Context: an optimization exercise on an open-source flow, tuned for small area. The choices shown serve that exercise and are no tape-out recipe. Where RTL was checked, it was by simulation tests only, not by an equivalence proof against the original. Power and IR drop assume default switching activity.

==> lagoon <==
// tictactoe_vga
module tictactoe_vga(clk, btnCpuReset, btnC, btnR, btnL, btnU, btnD, HS, VS, vgaR, vgaG, vgaB);
clock: 10.0 ns
lec_check: 0
abc_area: 1
cap_margin: 20
core_margin: 2
core_utilization: 40
slew_margin: 20
synth_memory_max_bits: 1048576
standard.sh (not shown) runs the stock make flow with config.mk's settings and CLKGATE_MAP_FILE= SYNTH_SCRIPT=/design/flow/synth_recipe.tcl, a recipe that flattens the netlist after the stock synthesis.
==> flow/flow/run.sh <==
#!/bin/bash
set -euo pipefail
W=$(pwd)
R=$W/orfs/results/$FLOW_PLATFORM/tictactoe_vga/base
YOSYS=$FLOW_HOME/../tools/install/yosys/bin/yosys
[ -x "$YOSYS" ] || YOSYS=yosys

bash standard.sh synth > "$W/log_1_standard_synth.log" 2>&1

cp "$R/1_2_yosys.v" "$W/netlist_standard.v"
# ABC's dont-use list: the one the standard synthesis gave ABC
DONT=$(grep -o -- '-dont_use [^ ]*' "$W/orfs/logs/$FLOW_PLATFORM/tictactoe_vga/base/1_2_yosys.log" | sort -u | tr '\n' ' ' || true)
export REMAP_LIB=$FLOW_HOME/platforms/$FLOW_PLATFORM/lib/sky130_fd_sc_hd__tt_025C_1v80.lib
export REMAP_IN=$W/netlist_standard.v REMAP_OUT=$W/netlist_remapped.v
export REMAP_DIR=$W/flow REMAP_WORK=$W REMAP_DEEPSYN=600 REMAP_TOP=$FLOW_TOP REMAP_DONT="$DONT"
"$YOSYS" -c "$W/flow/remap.tcl" > "$W/log_2_remap.log" 2>&1

cp "$W/netlist_remapped.v" "$R/1_2_yosys.v"
rm -f "$R/1_synth.odb" "$R/1_synth.sdc"
bash standard.sh "BUFFER_PORTS_ARGS=-buffer_cell sky130_fd_sc_hd__buf_1" \
  "CTS_ARGS=-sink_clustering_enable -repair_clock_nets -buf_list sky130_fd_sc_hd__clkbuf_8 -dont_use_dummy_load" \
  finish > "$W/log_3_standard_layout.log" 2>&1
test -s "$W/out/final.def"
==> flow/flow/remap.tcl <==
# Re-map the combinational logic of the standard synthesis netlist for area.
# Registers (sequential cells) stay as they are: same instances, names and cell types.
# The logic is optimised once (opt.abc, with ABC's &deepsyn), then mapped to the
# library with each of map*.abc; the smallest mapping is kept.
yosys -import
set lib $::env(REMAP_LIB)
set dir $::env(REMAP_DIR)
read_liberty -ignore_miss_func $lib
read_verilog $::env(REMAP_IN)
hierarchy -top $::env(REMAP_TOP)
set seq {sky130_fd_sc_hd__df* sky130_fd_sc_hd__edf* sky130_fd_sc_hd__sdf* sky130_fd_sc_hd__dl*}
foreach p $seq { catch { setattr -mod -set keep_hierarchy 1 $p } }
tee -o $::env(REMAP_WORK)/stat_standard.txt stat -liberty $lib
flatten
# the flattened cells' port wires get private names, so the netlist keeps its own net names
yosys rename -hide w:_*_.*
# the registers' cell models are not needed any more: only their instances are kept
foreach p $seq { catch { blackbox $p } }
opt_clean
# optimise the logic (AND/NOT gates)
set f [open $dir/opt.abc.in r]; set s [read $f]; close $f
set f [open $::env(REMAP_WORK)/opt.abc w]; puts -nonewline $f [string map [list {$DS} $::env(REMAP_DEEPSYN)] $s]; close $f
abc -g AND -script $::env(REMAP_WORK)/opt.abc
opt_clean
design -save optimised
set best_area 1e12
set best ""
foreach m [lsort [glob $dir/map*.abc]] {
  design -load optimised
  abc -liberty $lib -script $m {*}$::env(REMAP_DONT)
  opt_clean
  set sf $::env(REMAP_WORK)/stat_[file rootname [file tail $m]].txt
  tee -q -o $sf stat -liberty $lib
  set f [open $sf r]; set txt [read $f]; close $f
  regexp {Chip area for module '[^']*': ([0-9.]+)} $txt -> area
  puts "REMAP $m area $area"
  if {$area < $best_area} { set best_area $area; set best $m; design -save best }
}
puts "REMAP best $best area $best_area"
design -load best
setundef -zero
hilomap -singleton -hicell sky130_fd_sc_hd__conb_1 HI -locell sky130_fd_sc_hd__conb_1 LO
insbuf -buf sky130_fd_sc_hd__buf_1 A X
splitnets
tee -o $::env(REMAP_WORK)/stat_remapped.txt stat -liberty $lib
yosys check
write_verilog -noattr $::env(REMAP_OUT)
Other scripts of this flow, unchanged in this note and not shown: flow/flow/map1.abc, flow/flow/map2.abc, flow/flow/map3.abc, flow/flow/map4.abc, flow/flow/map5.abc, flow/flow/map6.abc, flow/flow/map7.abc, flow/flow/opt.abc.in
==> yarrow (differences from lagoon) <==
--- a/flow/flow/run.sh
+++ b/flow/flow/run.sh
@@ -12,7 +12,7 @@
 DONT=$(grep -o -- '-dont_use [^ ]*' "$W/orfs/logs/$FLOW_PLATFORM/tictactoe_vga/base/1_2_yosys.log" | sort -u | tr '\n' ' ' || true)
 export REMAP_LIB=$FLOW_HOME/platforms/$FLOW_PLATFORM/lib/sky130_fd_sc_hd__tt_025C_1v80.lib
 export REMAP_IN=$W/netlist_standard.v REMAP_OUT=$W/netlist_remapped.v
-export REMAP_DIR=$W/flow REMAP_WORK=$W REMAP_DEEPSYN=600 REMAP_TOP=$FLOW_TOP REMAP_DONT="$DONT"
+export REMAP_DIR=$W/flow REMAP_WORK=$W REMAP_DEEPSYN=1500 REMAP_TOP=$FLOW_TOP REMAP_DONT="$DONT"
 "$YOSYS" -c "$W/flow/remap.tcl" > "$W/log_2_remap.log" 2>&1
 
 cp "$W/netlist_remapped.v" "$R/1_2_yosys.v"
==> comparison table <==
item	yarrow	lagoon
Combinational share of power	1.5%	1.5%
GRT Overall Usage	18.2%	18.2%
Met1 track demand over resource	25.0%	25.0%
CP startpoint	hc[6]$_DFFE_PN0P_	hc[6]$_DFFE_PN0P_
Clock latency on the worst-skew pair	450 ps	450 ps
Maximum frequency from static timing analysis	247 MHz	247 MHz
RD Place Congestion	0.968	0.968
Run status	complete, no violations	complete, no violations
Setup Total Neg Slack	0 ps	0 ps
Seq Cell Count	171	171
Uppermost routed layer	met4	met4
YS warnings	1	1
Aggregate global routing overflow	0	0
Count of inverters other than clock inverters in the layout	16	16

==> inputs of build 78 <==
tictactoe_vga, a different RTL version from the one above (not shown whole).
==> flow/design.v (excerpt) <==
module tictactoe_vga(
    input clk,
    input btnCpuReset,       
    input btnC,
    input btnR,
    input btnL,
    input btnU,
    input btnD,
    output HS,
    output VS,
    output [3:0] vgaR,
    output [3:0] vgaG,
    output [3:0] vgaB
    );
==> module tictactoe_vga, before the edit <==
module tictactoe_vga(
    input clk,
    input btnCpuReset,       
    input btnC,
    input btnR,
    input btnL,
    input btnU,
    input btnD,
    output HS,
    output VS,
    output [3:0] vgaR,
    output [3:0] vgaG,
    output [3:0] vgaB
    );
    wire rst = ~btnCpuReset;
    wire pC, pR, pL, pU, pD;
    debouncer dbC (.clk(clk), .rst(rst), .I(btnC), .p(pC));
    debouncer dbL (.clk(clk), .rst(rst), .I(btnL), .p(pL));
    debouncer dbR (.clk(clk), .rst(rst), .I(btnR), .p(pR));
    debouncer dbU (.clk(clk), .rst(rst), .I(btnU), .p(pU));
    debouncer dbD (.clk(clk), .rst(rst), .I(btnD), .p(pD));
    reg [1:0] col, row;      
    reg       wdo;           
    reg [8:0] mx, mo;        
    reg [8:0] vx, vo;        
    reg       vvalid;        
    function [8:0] lines;    
        input [8:0] b;
        lines = {b[2] & b[4] & b[6], b[0] & b[4] & b[8],
                 b[2] & b[5] & b[8], b[1] & b[4] & b[7], b[0] & b[3] & b[6],
                 b[6] & b[7] & b[8], b[3] & b[4] & b[5], b[0] & b[1] & b[2]};
    endfunction
    wire xwon = |lines(mx);
    wire owon = |lines(mo);
    wire over = xwon | owon;
    wire [3:0] cidx = {row, 2'b00} - {2'b00, row} + {2'b00, col};   
    wire [8:0] csel = 9'd1 << cidx;
    wire cempty = ~|((mx | mo) & csel);
    always @(posedge clk or posedge rst)
        if (rst) begin
            col <= 2'd0;
            row <= 2'd0;
            wdo <= 1'b0;
            mx  <= 9'd0;
            mo  <= 9'd0;
        end else begin
            if (pR & ~pL)
                col <= (col == 2'd2) ? 2'd0 : col + 2'd1;
            else if (pL & ~pR)
                col <= (col == 2'd0) ? 2'd2 : col - 2'd1;
            if (pD & ~pU)
                row <= (row == 2'd2) ? 2'd0 : row + 2'd1;
            else if (pU & ~pD)
                row <= (row == 2'd0) ? 2'd0 : row - 2'd1;
            if (pC) begin
                if (over) begin
                    wdo <= ~owon;    
                    mx  <= 9'd0;
                    mo  <= 9'd0;
                end else begin
                    if (cempty)
                        wdo <= ~wdo;
                    mx <= (mx & ~csel) | (wdo ? 9'd0 : csel);
                    mo <= (mo & ~csel) | (wdo ? csel : 9'd0);
                end
            end
        end
    reg [1:0] cc;
    reg [9:0] hc, vc;
    reg [1:0] fc;
    wire ct = (cc == 2'd3);
    wire ht = (hc == 10'd799);
    wire vt = (vc == 10'd524);
    always @(posedge clk or posedge rst)
        if (rst) begin
            cc <= 2'd0;
            hc <= 10'd0;
            vc <= 10'd0;
            fc <= 2'd0;
            vvalid <= 1'b0;
        end else begin
            cc <= cc + 2'd1;
            if (ct) begin
                hc <= ht ? 10'd0 : hc + 10'd1;
                if (ht) begin
                    vc <= vt ? 10'd0 : vc + 10'd1;
                    if (vt)
                        fc <= fc + 2'd1;
                end
            end
            if (vt)
                vvalid <= 1'b1;
        end
    always @(posedge clk)
        if (vt) begin
            vx <= mx;
            vo <= mo;
        end
    wire [9:0] hx = hc - 10'd271;
    wire [9:0] vy = vc - 10'd82;
    wire [1:0] d = hx[8:7], u = vy[8:7];
    wire [6:0] x = hx[6:0], y = vy[6:0];
    wire on_screen = (hc > 10'd144) && (hc <= 10'd784) && (vc > 10'd35) && (vc <= 10'd515);
    wire in_range  = (hc >= 10'd271) && (hc <= 10'd654) && (vc >= 10'd82) && (vc <= 10'd465);
    wire grid = (hc == 10'd271) || (x == 7'd127) || (vc == 10'd82) || (y == 7'd127);
    wire [3:0] vidx = {u, 2'b00} - {2'b00, u} + {2'b00, d};    
    wire [8:0] vsel = 9'd1 << vidx;
    wire sx = vvalid & |(vx & vsel);
    wire so = vvalid & |(vo & vsel);
    wire [7:0] vl = lines(vx) | lines(vo);
    wire vover = vvalid & |vl;
    wire [8:0] onl = {vl[2] | vl[5] | vl[6], vl[2] | vl[4], vl[2] | vl[3] | vl[7],
                      vl[1] | vl[5],         vl[1] | vl[4] | vl[6] | vl[7], vl[1] | vl[3],
                      vl[0] | vl[5] | vl[7], vl[0] | vl[4], vl[0] | vl[3] | vl[6]};
    wire green = vvalid & |(onl & vsel);
    wire cur = (row == u) && (col == d) && ~fc[1] && ~vover;
    wire white;
    lut spr (.s({so, sx}), .y(y), .x(x), .white(white));
    reg dw;                  
    reg hs, vs, rb, g;
    always @(posedge clk) begin
        dw <= white;
        hs <= (hc <= 10'd96);
        vs <= (vc <= 10'd2);
        rb <= on_screen & (~in_range | (~grid & (cur | dw)));
        g  <= on_screen & (~in_range | (~grid & (cur | dw | green)));
    end
    assign HS = hs;
    assign VS = vs;
    assign vgaR = {4{rb}};
    assign vgaG = {4{g}};
    assign vgaB = {4{rb}};
endmodule
Settings: LEC_CHECK=0, ABC_AREA=1, CAP_MARGIN=20, CORE_MARGIN=2, CORE_UTILIZATION=40, CTS_BUF_LIST=sky130_fd_sc_hd__clkbuf_8, SLEW_MARGIN=20, SYNTH_MEMORY_MAX_BITS=1048576; clock period 10.0 ns.
run.sh (not shown) runs the stock make flow with config.mk's settings and CLKGATE_MAP_FILE= SYNTH_SCRIPT=/design/flow/synth_recipe.tcl, a recipe that flattens the netlist after the stock synthesis.
Stock flow here: none of the scripts above is used.
==> trial 49 (differences from build 78) <==
--- a/flow/design.v
+++ b/flow/design.v
@@ -65,7 +65,6 @@
     reg       wdo;           
     reg [8:0] mx, mo;        
     reg [8:0] vx, vo;        
-    reg       vvalid;        
     function [8:0] lines;    
         input [8:0] b;
         lines = {b[2] & b[4] & b[6], b[0] & b[4] & b[8],
@@ -119,7 +118,8 @@
             hc <= 10'd0;
             vc <= 10'd0;
             fc <= 2'd0;
-            vvalid <= 1'b0;
+            vx <= 9'd0;
+            vo <= 9'd0;
         end else begin
             cc <= cc + 2'd1;
             if (ct) begin
@@ -130,13 +130,10 @@
                         fc <= fc + 2'd1;
                 end
             end
-            if (vt)
-                vvalid <= 1'b1;
-        end
-    always @(posedge clk)
-        if (vt) begin
-            vx <= mx;
-            vo <= mo;
+            if (vt) begin
+                vx <= mx;
+                vo <= mo;
+            end
         end
     wire [9:0] hx = hc - 10'd271;
     wire [9:0] vy = vc - 10'd82;
@@ -147,14 +144,14 @@
     wire grid = (hc == 10'd271) || (x == 7'd127) || (vc == 10'd82) || (y == 7'd127);
     wire [3:0] vidx = {u, 2'b00} - {2'b00, u} + {2'b00, d};    
     wire [8:0] vsel = 9'd1 << vidx;
-    wire sx = vvalid & |(vx & vsel);
-    wire so = vvalid & |(vo & vsel);
+    wire sx = |(vx & vsel);
+    wire so = |(vo & vsel);
     wire [7:0] vl = lines(vx) | lines(vo);
-    wire vover = vvalid & |vl;
+    wire vover = |vl;
     wire [8:0] onl = {vl[2] | vl[5] | vl[6], vl[2] | vl[4], vl[2] | vl[3] | vl[7],
                       vl[1] | vl[5],         vl[1] | vl[4] | vl[6] | vl[7], vl[1] | vl[3],
                       vl[0] | vl[5] | vl[7], vl[0] | vl[4], vl[0] | vl[3] | vl[6]};
-    wire green = vvalid & |(onl & vsel);
+    wire green = |(onl & vsel);
     wire cur = (row == u) && (col == d) && ~fc[1] && ~vover;
     wire white;
     lut spr (.s({so, sx}), .y(y), .x(x), .white(white));
Settings changed: CTS_BUF_LIST sky130_fd_sc_hd__clkbuf_8 to default.
==> comparison <==
Trial 49 completed without violations. Build 78 passed the timing, DRC and antenna checks.
Of trial 49 and build 78, trial 49 has the higher first-iteration DRC count (gap 4.2%, measured against build 78).
In trial 49 the clock power is higher than in build 78, by 41%.
Synthesized cell count: build 78 is lower than trial 49 (about 3%).
Routed wire length: build 78 is larger than trial 49 (about 2.6%).
In build 78 the cell count is smaller than in trial 49, by 2.4%.
Setup slack: trial 49 is better than build 78 (200 ps).
Sequential share of layout area: build 78 is higher than trial 49 (2.4 points).
==> figures <==
                                               trial 49   build 78
Sequential share of the synthesized area         37.69%     39.48%
P_int                                          1.098 mW  0.9521 mW
Wire length of the first global-routing pass   41570 µm   41500 µm
Non-clock inverters                                 167        170
Simple-gate share of the synthesized area        37.18%     35.19%
Outcome                no timing/DRC/antenna violations  no timing/DRC/antenna violations
Compound-cell area share of the yosys netlist    8.998%     9.045%
Multi-input gate share of total cell area        48.78%     47.98%
Worst-path clk slew                               80 ps     100 ps
Ratio of final minimum period to clock period    37.75%     39.74%
Met2 WL post-DR                                11070 µm   11720 µm
FFs & Latches                                       170        171
Pre-CTS setup slack                             6261 ps    6043 ps
Clock-cell share of area                         5.533%     3.448%
All-layer global routing usage                   19.15%     19.63%
Launch instance of the worst min-delay path    dbC.q[8]  dbD.q[10]
No functional check of the RTL was part of build 78.

## static timing again, ports no longer ideal
The results above use ideal ports. As a check the final layouts listed here were re-extracted and re-timed, cells and wires unchanged.
Step 1 assumes that a clkbuf_16 drives the clock port and a buf_2 every other input.
Step 2 moves the port delays by t, midway between the first and last clock arrival at a register: inputs arrive t later, outputs are due t later. That takes back most of the time a late clock gives input paths.
Slacks: ideal ports / drivers / drivers and shift; pairs: ideal ports / drivers.
| run | t (ns) | slack for setup (ns) | pins driven straight from the clock port |
|---|---|---|---|
| lagoon | 0.469 | 5.947 / 5.947 / 5.947 | 1 |
| yarrow | 0.469 | 5.947 / 5.947 / 5.947 | 1 |
| build 78 | 0.500 | 6.026 / 6.026 / 6.026 | 1 |
| trial 49 | 0.468 | 6.225 / 6.225 / 6.225 | 1 |
After both steps setup and hold are still met in every run listed.
